Source: an optimization exercise on an open RTL-to-GDS flow (aim: small area and a short achievable clock period). Production flows keep margins and buffers that such runs may drop. In this exercise RTL edits were held to simulation tests only and were not proved equivalent to the original. The clock port is modelled as an ideal driver; clocking choices that lean on that would not hold on a real chip. Power and IR drop assume default switching activity.

job 3559:
## cpu_core
module cpu_core(
	input clk, reset,
	output[15:0] mem_addr,
	output[15:0] mem_wdata,
	output mem_we,
	input[15:0] mem_rdata
	);
export LEC_CHECK = 0
export ABC_AREA = 1
export CAP_MARGIN = 20
export CORE_MARGIN = 2
export CORE_UTILIZATION = 55
export CTS_CLUSTER_DIAMETER = 100
export CTS_CLUSTER_SIZE = 20
export SLEW_MARGIN = 20
create_clock -name core_clock -period 10.0 [get_ports {clk}]
standard.sh (not shown) runs the stock make flow with config.mk's settings and CLKGATE_MAP_FILE= SYNTH_SCRIPT=/design/flow/synth_recipe.tcl, a recipe that flattens the netlist after the stock synthesis.
==> flow/flow/run.sh <==
#!/bin/bash
set -euo pipefail
export SETUP_SLACK_MARGIN=7.25
export BUFFER_PORTS_ARGS="-buffer_cell sky130_fd_sc_hd__buf_4"
export POST_CTS_TCL="$PWD/flow/clock_root.tcl"
bash standard.sh > standard.log 2>&1
==> flow/flow/clock_root.tcl <==
# Hook run at the end of the CTS step (POST_CTS_TCL).
# 1. Clock tree synthesis puts one root buffer at the clock port, and that
#    buffer only drives the buffers of the tree's first level. Those buffers
#    are driven from the port directly instead.
# 2. Each first-level buffer drives about ten leaf buffers spread over half the
#    die; each is split in two (a copy of the same cell takes the half of the
#    leaves on one side, and each of the two sits at the centre of its leaves),
#    so the port drives four buffers. The tree stays balanced: every register's
#    clock still passes the same number of buffers of the same cell.
set block [ord::get_db_block]
set clk_net [$block findNet clk]

proc loads_of { net drv } {
  set loads {}
  foreach it [$net getITerms] {
    if { [$it getInst] != $drv } { lappend loads $it }
  }
  return $loads
}

proc centre { loads } {
  set sx 0
  set sy 0
  foreach it $loads {
    set b [[$it getInst] getBBox]
    set sx [expr { $sx + ([$b xMin] + [$b xMax]) / 2 }]
    set sy [expr { $sy + ([$b yMin] + [$b yMax]) / 2 }]
  }
  set n [llength $loads]
  return [list [expr { $sx / $n }] [expr { $sy / $n }]]
}

proc move_to { inst xy } {
  set b [$inst getBBox]
  set w [expr { [$b xMax] - [$b xMin] }]
  set h [expr { [$b yMax] - [$b yMin] }]
  $inst setLocation [expr { int([lindex $xy 0] - $w / 2) }] [expr { int([lindex $xy 1] - $h / 2) }]
  $inst setPlacementStatus PLACED
}

# 1. bypass the root buffer
set port_loads [$clk_net getITerms]
if { [llength $port_loads] == 1 } {
  set root [[lindex $port_loads 0] getInst]
  set master [[$root getMaster] getName]
  set out_net [[$root findITerm X] getNet]
  set loads [loads_of $out_net $root]
  puts "clock root $master [$root getName] drives [llength $loads] pins"
  if { [string match "sky130_fd_sc_hd__clkbuf_*" $master] && [llength $loads] <= 2 } {
    foreach it $loads {
      $it disconnect
      $it connect $clk_net
    }
    [$root findITerm A] disconnect
    [$root findITerm X] disconnect
    odb::dbInst_destroy $root
    odb::dbNet_destroy $out_net
    puts "clock root buffer removed; the port drives [llength $loads] buffers"

    # 2. split each first-level buffer in two
    set k 0
    foreach it [$clk_net getITerms] {
      set bi [$it getInst]
      set out [[$bi findITerm X] getNet]
      set leaves [loads_of $out $bi]
      set n [llength $leaves]
      if { $n < 4 } { continue }
      set pts {}
      set xs {}
      set ys {}
      foreach l $leaves {
        set b [[$l getInst] getBBox]
        set x [expr { ([$b xMin] + [$b xMax]) / 2 }]
        set y [expr { ([$b yMin] + [$b yMax]) / 2 }]
        lappend pts [list $l $x $y]
        lappend xs $x
        lappend ys $y
      }
      set xs [lsort -integer $xs]
      set ys [lsort -integer $ys]
      set axis [expr { ([lindex $xs end] - [lindex $xs 0]) >= ([lindex $ys end] - [lindex $ys 0]) ? 1 : 2 }]
      set sorted [lsort -integer -index $axis $pts]
      set half [expr { $n / 2 }]
      set keep {}
      set moved {}
      foreach p [lrange $sorted 0 [expr { $half - 1 }]] { lappend keep [lindex $p 0] }
      foreach p [lrange $sorted $half end] { lappend moved [lindex $p 0] }
      set newi [odb::dbInst_create $block [$bi getMaster] "clkbuf_split_$k"]
      set newn [odb::dbNet_create $block "clknet_split_$k"]
      $newn setSigType CLOCK
      [$newi findITerm A] connect $clk_net
      [$newi findITerm X] connect $newn
      foreach l $moved {
        $l disconnect
        $l connect $newn
      }
      move_to $newi [centre $moved]
      move_to $bi [centre $keep]
      puts "split [$bi getName]: [llength $keep] + [llength $moved] leaves"
      incr k
    }
    global_connect
    detailed_placement
    check_placement -verbose
  }
}
The inputs of job 2187 differ from those of job 3559 as listed below.
Settings: swapping 55 for 66 in CORE_UTILIZATION.
--- a/flow/flow/run.sh
+++ b/flow/flow/run.sh
@@ -3 +3 @@
-export SETUP_SLACK_MARGIN=7.25
+export SETUP_SLACK_MARGIN=7.2
[summary]
- Job 2187: no failed stages, no open violations at the end
- Setup slack for job 2187 is lower than for job 3559.
- The higher first-iteration DRC count came out of job 2187.
- Job 2187 vs. job 3559: relative contribution of combinational cells to total power saw little to no change; sequential share of layout area saw an increase; all-layer global routing usage saw an increase; residual DRC count saw little to no change; final setup violation count saw little to no change.
- Compared with job 3559, job 2187 shows final cell area excluding filler cells lower by about 1.1%.
Relative to job 2187, the following input files were edited for job 713:
Settings: CORE_UTILIZATION now 60, was 66.
--- a/flow/flow/run.sh
+++ b/flow/flow/run.sh
@@ -3 +3 @@
-export SETUP_SLACK_MARGIN=7.2
+export SETUP_SLACK_MARGIN=7.15
- NOTE design area job 2187->job 713 decreased slightly
- Re worst endpoint required time: job 713 is 0.02 ns up on job 2187.
- Higher portion of total power attributed to combinational logic goes to job 2187 over job 713.
- Relative to job 2187, wire length decreased by 8.0% in job 713.
- Relative to job 2187, the number of non-clock inverters measured on job 713 has decreased slightly.
- In job 713 the smallest setup slack after layout turned out 0.060 ns higher than in job 2187.
For job 619, these inputs were changed with respect to job 713:
Settings: changing CORE_UTILIZATION from 60 to 50.
--- a/flow/flow/run.sh
+++ b/flow/flow/run.sh
@@ -3 +3 @@
-export SETUP_SLACK_MARGIN=7.15
+export SETUP_SLACK_MARGIN=7.25
Notes after the runs:
Between job 619 and job 713, the difference in global route total overflow is negligible.
Comparing share of cell area taken by multi-input logic gates for job 619 and job 713, the bigger number came from job 713.
Looking at register share of total power, job 619 sits 1.7 points below job 713.
Synthesized cell count: job 619 vs job 713 — no meaningful difference
Compared with job 713, internal power of the cells in job 619 increased by a few percent.
For the power share of the clock group, job 619 came in 0.2 points lower than job 713 did.
Re time the final worst path needs with I/O delays and setup: job 619 and job 713 aren't equal, and the lower value belongs to job 619.
In the flow results for job 619 and job 713, the critical path depth is smaller on job 619.
diff inputs: job 619 => job 559
Settings: a change of CORE_UTILIZATION from 50 to 60.
--- a/flow/flow/run.sh
+++ b/flow/flow/run.sh
@@ -3 +3 @@
-export SETUP_SLACK_MARGIN=7.25
+export SETUP_SLACK_MARGIN=7.2
Results
- Going from job 619 to job 559, global-route usage now sits higher, die span in y fell 8.5%, synthesis-to-layout area growth now smaller, detailed-route wire length per cell went down about 2.8%.
- Job 559 and job 619 ended up with nearly the same post-route fraction of the period consumed by the critical path.
- Per the comparison of job 559 with job 619, basic-gate share of the synthesized area counting and, or, nand and nor cells level, part of the total power dissipated in combinational logic lost 1.3 points.
- Diff job 619 -> job 559: final area has decreased, sequential cell fraction of total power has increased, length of routed met2 wiring has decreased.
- Timing, DRC, antenna: 0 failures across job 559 and job 619
Modified inputs, job 2178 compared to job 559
Settings: swapping 100 for 80 in CTS_CLUSTER_DIAMETER; swapping 20 for 16 in CTS_CLUSTER_SIZE.
--- a/flow/flow/run.sh
+++ b/flow/flow/run.sh
@@ -3 +3 @@
-export SETUP_SLACK_MARGIN=7.2
+export SETUP_SLACK_MARGIN=7.25
--- a/flow/flow/clock_root.tcl
+++ b/flow/flow/clock_root.tcl
@@ -5,4 +5,3 @@
-# 2. Each first-level buffer drives about ten leaf buffers spread over half the
-#    die; each is split in two (a copy of the same cell takes the half of the
-#    leaves on one side, and each of the two sits at the centre of its leaves),
-#    so the port drives four buffers. The tree stays balanced: every register's
+# 2. If the port then drives two buffers, each is split in two (a copy of the
+#    same cell takes the half of its leaves on one side, and each of the two
+#    sits at the centre of its leaves), so the port drives four buffers. The tree stays balanced: every register's
@@ -49 +48 @@
-  if { [string match "sky130_fd_sc_hd__clkbuf_*" $master] && [llength $loads] <= 2 } {
+  if { [string match "sky130_fd_sc_hd__clkbuf_*" $master] && [llength $loads] <= 4 } {
@@ -61,0 +61 @@
+    set nport [llength [$clk_net getITerms]]
@@ -62,0 +63 @@
+      if { $nport != 2 && $k == 0 } { break }
@@ -100,0 +102 @@
+      incr nport
[summary]
- Changes observed in job 2178 relative to job 559: largest vdd supply drop grew by 11%; number of signal-net inverters in the final layout grew by 0.91%; worst max-slew margin expressed relative to the limit grew by 1.3 points; largest fanout on the critical path held steady; routed wire length grew by about 2%.
- Compared with job 559, placement density in the core of job 2178 is higher.
- Going from job 559 to job 2178, wire length on met3 grew by a few percent.
- Number of search-and-repair iterations in the first detailed-routing pass delta for job 2178 relative to job 559: 2 higher
- On arrival time of data at the critical path endpoint, job 2178 and job 559 are neck and neck.
- For worst hold slack after final layout, job 2178 and job 559 come out practically identical.

[static timing again, ports no longer ideal]
Ports are ideal in the flow. The routed layouts listed here were re-timed in OpenROAD. Step 1 sets driving cells, clkbuf_16 on the clock port and buf_2 on the other inputs (assumed; they add their load-dependent delay and slew). Step 2, shift: input delay + t, output delay - t, t = (earliest + latest rising clock arrival at the registers) / 2. This alone moves slack from input paths to output paths. a / b / c = ideal ports / drivers / drivers and shift; a / b = the first two.
run	shift t [ns]	setup slack, ns	worst data-port slew with drivers (ns)
job 3559	0.454	7.165 / 7.042 / 7.078	0.04
job 2187	0.435	7.114 / 7.067 / 6.928	0.06
job 713	0.447	7.175 / 7.069 / 7.004	0.04
job 619	0.455	7.179 / 7.066 / 6.991	0.04
job 559	0.449	7.179 / 7.060 / 6.979	0.04
job 2178	0.456	7.169 / 7.049 / 6.931	0.04
After both steps setup and hold are still met in every run listed. For job 2178, which loses most, drivers alone change the setup slack by -0.120 ns; drivers and shift together by -0.238 ns.
